What follows belongs to an exercise in optimizing a design on an open flow for small area, a short achievable clock period and few clock cycles per item; a production flow would make more cautious choices.
The RTL was checked by simulation tests, not by an equivalence proof against the original design.
Power figures rest on the tool's default switching activity, not on a simulated workload.

==> flow/design.v (excerpt) <==
module JAM (
    input CLK,
    input RST,
    output reg [2:0] W,
    output reg [2:0] J,
    input [6:0] Cost,
    output reg [3:0] MatchCount,
    output reg [9:0] MinCost,
    output Valid
);
clock: 9.0 ns
lec_check: 0
abc_area: 1
cap_margin: 5
core_margin: 2
core_utilization: 40
place_density: 0.6
setup_slack_margin: 5
slew_margin: 5
run.sh (not shown) runs the stock make flow with config.mk's settings and CLKGATE_MAP_FILE= SYNTH_SCRIPT=/design/flow/synth_recipe.tcl, a recipe that flattens the netlist after the stock synthesis.
The starting point finished clean.
Testbench counts at the start, summed over its fixed seeds: cycles 3,785, jobs 12.
Edit:
ABC_AREA = default   (was 1)
ABC_CLOCK_PERIOD_IN_PS = 3500   (was default)
CAP_MARGIN = 20   (was 5)
SLEW_MARGIN = 20   (was 5)
Final cell count decreases by about a fifth.
Critical path depth increases by 13.
Via count decreases by roughly a tenth.
Count of clock-buffer cells in the layout stays the same.
Register-to-register slack got worse by 400 ps.
Clock skew decreases by 3.8 ps.
Die area increases slightly.
Edit:
ABC_CLOCK_PERIOD_IN_PS = 4500   (was 3500)
SETUP_SLACK_MARGIN = 4   (was 5)
The new run ran to the end with no violations.
Total power came out lower by 0.57%.
Wire length is lower by 3.3%.
Via count is lower by 2.4%.
Design area shrinks by 4.4%.
Cell count drops by 2.4%.
First-iteration DRC count went down by 13%.
Core utilization falls by 2.1 points.
Synthesized cell count stays the same.
Worst hold slack loses 10 ps.
Clock power barely changes.
Edit:
ABC_AREA = 1   (was default)
ABC_CLOCK_PERIOD_IN_PS = default   (was 4500)
SETUP_SLACK_MARGIN = 5   (was 4)
Result:
- The changed run produced a clean layout
- core utilization grows by 1.6 points
- register-to-register slack gains 840 ps
- final area went up by 3.2%
- cell count grows by 20%
- fmax goes up by 19%
Edit:
==> flow/flow/run.sh (new file) <==
#!/bin/bash
set -euo pipefail
MARGIN=${MARGIN:-7}
sed "s/SETUP_SLACK_MARGIN=[0-9.]*/SETUP_SLACK_MARGIN=${MARGIN}/" standard.sh > standard_margin.sh
grep -q "SETUP_SLACK_MARGIN=${MARGIN}" standard_margin.sh
bash standard_margin.sh > flow.log 2>&1
==> flow/standard.sh (new file) <==
#!/bin/bash
# synth_recipe.tcl (not shown) runs the flow's synth.tcl, then flattens the netlist and writes it again
# the make line also repeats each setting of config.mk as NAME=value (left out here)
make -C /OpenROAD-flow-scripts/flow DESIGN_CONFIG=/design/flow/config.mk WORK_HOME=/design/flow/orfs CLKGATE_MAP_FILE= SYNTH_SCRIPT=/design/flow/synth_recipe.tcl "${@:-finish}"
CORE_UTILIZATION = 55   (was 40)
PLACE_DENSITY = 0.7   (was 0.6)
removed: flow/run.sh
Effect:
- die area came out lower by 27%
- total power came out higher by 10%
- wire length came out higher by 25%
- sequential power is about the same
- sequential share of layout area came out lower by 6.9 points
- worst hold slack improves by 61 ps
- final cell count came out higher by 1.3%
- clock-buffer cell count came out higher by 4
- via count came out higher by 15%
Edit:
==> flow/run.sh (new file) <==
#!/bin/bash
# synth_recipe.tcl (not shown) runs the flow's synth.tcl, then flattens the netlist and writes it again
# the make line also repeats each setting of config.mk as NAME=value (left out here)
make -C /OpenROAD-flow-scripts/flow DESIGN_CONFIG=/design/flow/config.mk WORK_HOME=/design/flow/orfs CLKGATE_MAP_FILE= SYNTH_SCRIPT=/design/flow/synth_recipe.tcl finish
removed: flow/flow/run.sh
removed: flow/standard.sh
After rerunning: Critical path depth decreases by 19. Global-route usage decreases by 5.3 points. Power decreases by roughly a tenth. Die area does not change. Wire length decreases by a quarter to a third. Via count decreases by roughly a tenth.

========
v6:
JAM, a different RTL version from the one above (not shown whole).
For scale: roughly 17000 um2 of cells after synthesis.
Settings: LEC_CHECK=0, ABC_AREA=1, CAP_MARGIN=20, CORE_MARGIN=2, CORE_UTILIZATION=55, PLACE_DENSITY=0.7, SETUP_SLACK_MARGIN=5, SLEW_MARGIN=20; clock period 9.0 ns.
standard.sh (not shown) runs the stock make flow with config.mk's settings and CLKGATE_MAP_FILE= SYNTH_SCRIPT=/design/flow/synth_recipe.tcl, a recipe that flattens the netlist after the stock synthesis.
==> flow/flow/run.sh <==
#!/bin/bash
set -euo pipefail
MARGIN=${MARGIN:-6}
sed "s/SETUP_SLACK_MARGIN=[0-9.]*/SETUP_SLACK_MARGIN=${MARGIN}/" standard.sh > standard_margin.sh
grep -q "SETUP_SLACK_MARGIN=${MARGIN}" standard_margin.sh
bash standard_margin.sh > flow.log 2>&1
Testbench counts of v6, summed over its fixed seeds: cycles 3,785, jobs 12.
Modified inputs, v7 compared to v6
==> flow/run.sh (new file) <==
#!/bin/bash
# synth_recipe.tcl (not shown) runs the flow's synth.tcl, then flattens the netlist and writes it again
# the make line also repeats each setting of config.mk as NAME=value (left out here)
make -C /OpenROAD-flow-scripts/flow DESIGN_CONFIG=/design/flow/config.mk WORK_HOME=/design/flow/orfs CLKGATE_MAP_FILE= SYNTH_SCRIPT=/design/flow/synth_recipe.tcl finish
removed: flow/flow/run.sh
removed: flow/standard.sh
Findings:
v7 does worse than v6 on final critical path time including I/O delays and setup.
Going from v6 to v7, final standard cell area without fillers saw a decrease; layout sequential cell count held steady; area share of buffers outside the clock network shrank by 4.8 points; clock-buffer cell count higher.
Between v7 and v6, it is v7 whose footprint of the multi-input gates is lower, by 1100 um2.
Number of top-level design ports came out exactly the same in v7 and v6.
The power per unit of standard cell area of v7 is higher than that of v6.
Share of total power consumed by net switching (higher): v6
v7 ended up with sequential cells as its cell kind with the greatest summed area; v6 ended up with multi-input combinational cells.
Between v7 and v6, the share of post-route cells with drive strength above 1 is lower for v7.

========
before:
Another version of the RTL of JAM (not shown whole).
For scale: ~2000 cells after synthesis, ~330 flip-flops, about 30 I/O pins, roughly 18000 um2 of cells after synthesis.
==> flow/design.v (excerpt) <==
module JAM (
    input CLK,
    input RST,
    output reg [2:0] W,
    output reg [2:0] J,
    input [6:0] Cost,
    output reg [3:0] MatchCount,
    output reg [9:0] MinCost,
    output Valid
);
Settings: LEC_CHECK=0, ABC_AREA=1, CAP_MARGIN=20, CORE_MARGIN=2, CORE_UTILIZATION=55, PLACE_DENSITY=0.7, SETUP_SLACK_MARGIN=5, SLEW_MARGIN=20; clock period 9.0 ns.
==> flow/flow/run.sh <==
#!/bin/bash
set -euo pipefail
MARGIN=${MARGIN:-6.5}
sed "s/SETUP_SLACK_MARGIN=[0-9.]*/SETUP_SLACK_MARGIN=${MARGIN}/" standard.sh > standard_margin.sh
grep -q "SETUP_SLACK_MARGIN=${MARGIN}" standard_margin.sh
bash standard_margin.sh > flow.log 2>&1
Testbench counts of before, summed over its fixed seeds: cycles 3,785, jobs 12.
Relative to before, the following input files were edited for after:
==> flow/run.sh (new file) <==
#!/bin/bash
# synth_recipe.tcl (not shown) runs the flow's synth.tcl, then flattens the netlist and writes it again
# the make line also repeats each setting of config.mk as NAME=value (left out here)
make -C /OpenROAD-flow-scripts/flow DESIGN_CONFIG=/design/flow/config.mk WORK_HOME=/design/flow/orfs CLKGATE_MAP_FILE= SYNTH_SCRIPT=/design/flow/synth_recipe.tcl finish
removed: flow/flow/run.sh
removed: flow/standard.sh
==> results.txt <==
after has relative contribution of the clock network to total power above what before had. Delta (after minus before): time the worst path needs with I/O delays and setup fell 0.0082 ns, cell-internal power saw a decrease.

========
Another version of the RTL of JAM (not shown whole).
Size in the first run: about 330 flip-flops, roughly 30 I/O pins.
Settings: LEC_CHECK=0, ABC_CLOCK_PERIOD_IN_PS=3500, CAP_MARGIN=20, CORE_MARGIN=2, CORE_UTILIZATION=40, PLACE_DENSITY=0.6, SETUP_SLACK_MARGIN=5, SLEW_MARGIN=20; clock period 9.0 ns.
run.sh (not shown) runs the stock make flow with config.mk's settings and CLKGATE_MAP_FILE= SYNTH_SCRIPT=/design/flow/synth_recipe.tcl, a recipe that flattens the netlist after the stock synthesis.
Stock flow here: none of the scripts above is used.
Testbench counts at the start, summed over its fixed seeds: cycles 3,487, jobs 12.
Then changed:
ABC_AREA = 1   (was not set)
ABC_CLOCK_PERIOD_IN_PS = not set   (was 3500)
CORE_UTILIZATION = 55   (was 40)
PLACE_DENSITY = 0.7   (was 0.6)
Result: The new run completed with no timing, DRC or antenna violations. Routed wire length drops by 0.76%. Area after synthesis drops by 0.89%. Combinational power climbs by 8.2%. Design area drops by 4.1%. Worst setup slack gains 0.070 ns. Sequential share of layout area climbs by 1.7 points. Worst hold slack loses 0.069 ns.

-- what the ideal ports hide --
Ports are ideal in the flow. The routed layouts listed here were re-timed in OpenROAD.
Step 1 assumes that a clkbuf_16 drives the clock port and a buf_2 every other input.
Step 2 adds t to the input delays and takes it off the output delays; t is the mean of the earliest and latest rising clock arrival at the registers after step 1. Input paths then give back, and output paths get back, about the clock's delay inside the block.
Slacks: ideal / step 1 / step 2; pairs: ideal / step 1.
run | shift t [ns] | setup WS [ns] | worst hold slack (ns)
the first run of note 1 | 0.601 | 4.974 / 4.980 / 4.379 | 0.430 / 0.430 / 0.430
the second run of note 1 | 0.584 | 4.697 / 4.697 / 4.697 | 0.477 / 0.477 / 0.477
the third run of note 1 | 0.583 | 4.208 / 4.208 / 4.208 | 0.467 / 0.467 / 0.467
the fourth run of note 1 | 0.609 | 4.959 / 4.903 / 4.525 | 0.446 / 0.446 / 0.446
the fifth run of note 1 | 0.584 | 4.995 / 4.995 / 4.995 | 0.507 / 0.507 / 0.507
the sixth run of note 1 | 0.585 | 5.061 / 5.059 / 4.474 | 0.451 / 0.451 / 0.451
v6 | 0.584 | 5.151 / 5.151 / 5.151 | 0.398 / 0.398 / 0.398
v7 | 0.565 | 5.129 / 5.078 / 4.637 | 0.434 / 0.434 / 0.434
before | 0.570 | 5.079 / 5.079 / 5.079 | 0.443 / 0.443 / 0.443
after | 0.585 | 5.087 / 5.087 / 4.572 | 0.396 / 0.396 / 0.396
the first run of note 4 | 0.601 | 4.620 / 4.620 / 4.620 | 0.460 / 0.460 / 0.460
the second run of note 4 | 0.581 | 4.690 / 4.690 / 4.541 | 0.392 / 0.392 / 0.392
After both steps setup and hold are still met in every run listed. For the first run of note 1, which loses most, drivers alone change the setup slack by +0.006 ns; drivers and shift together by -0.595 ns.
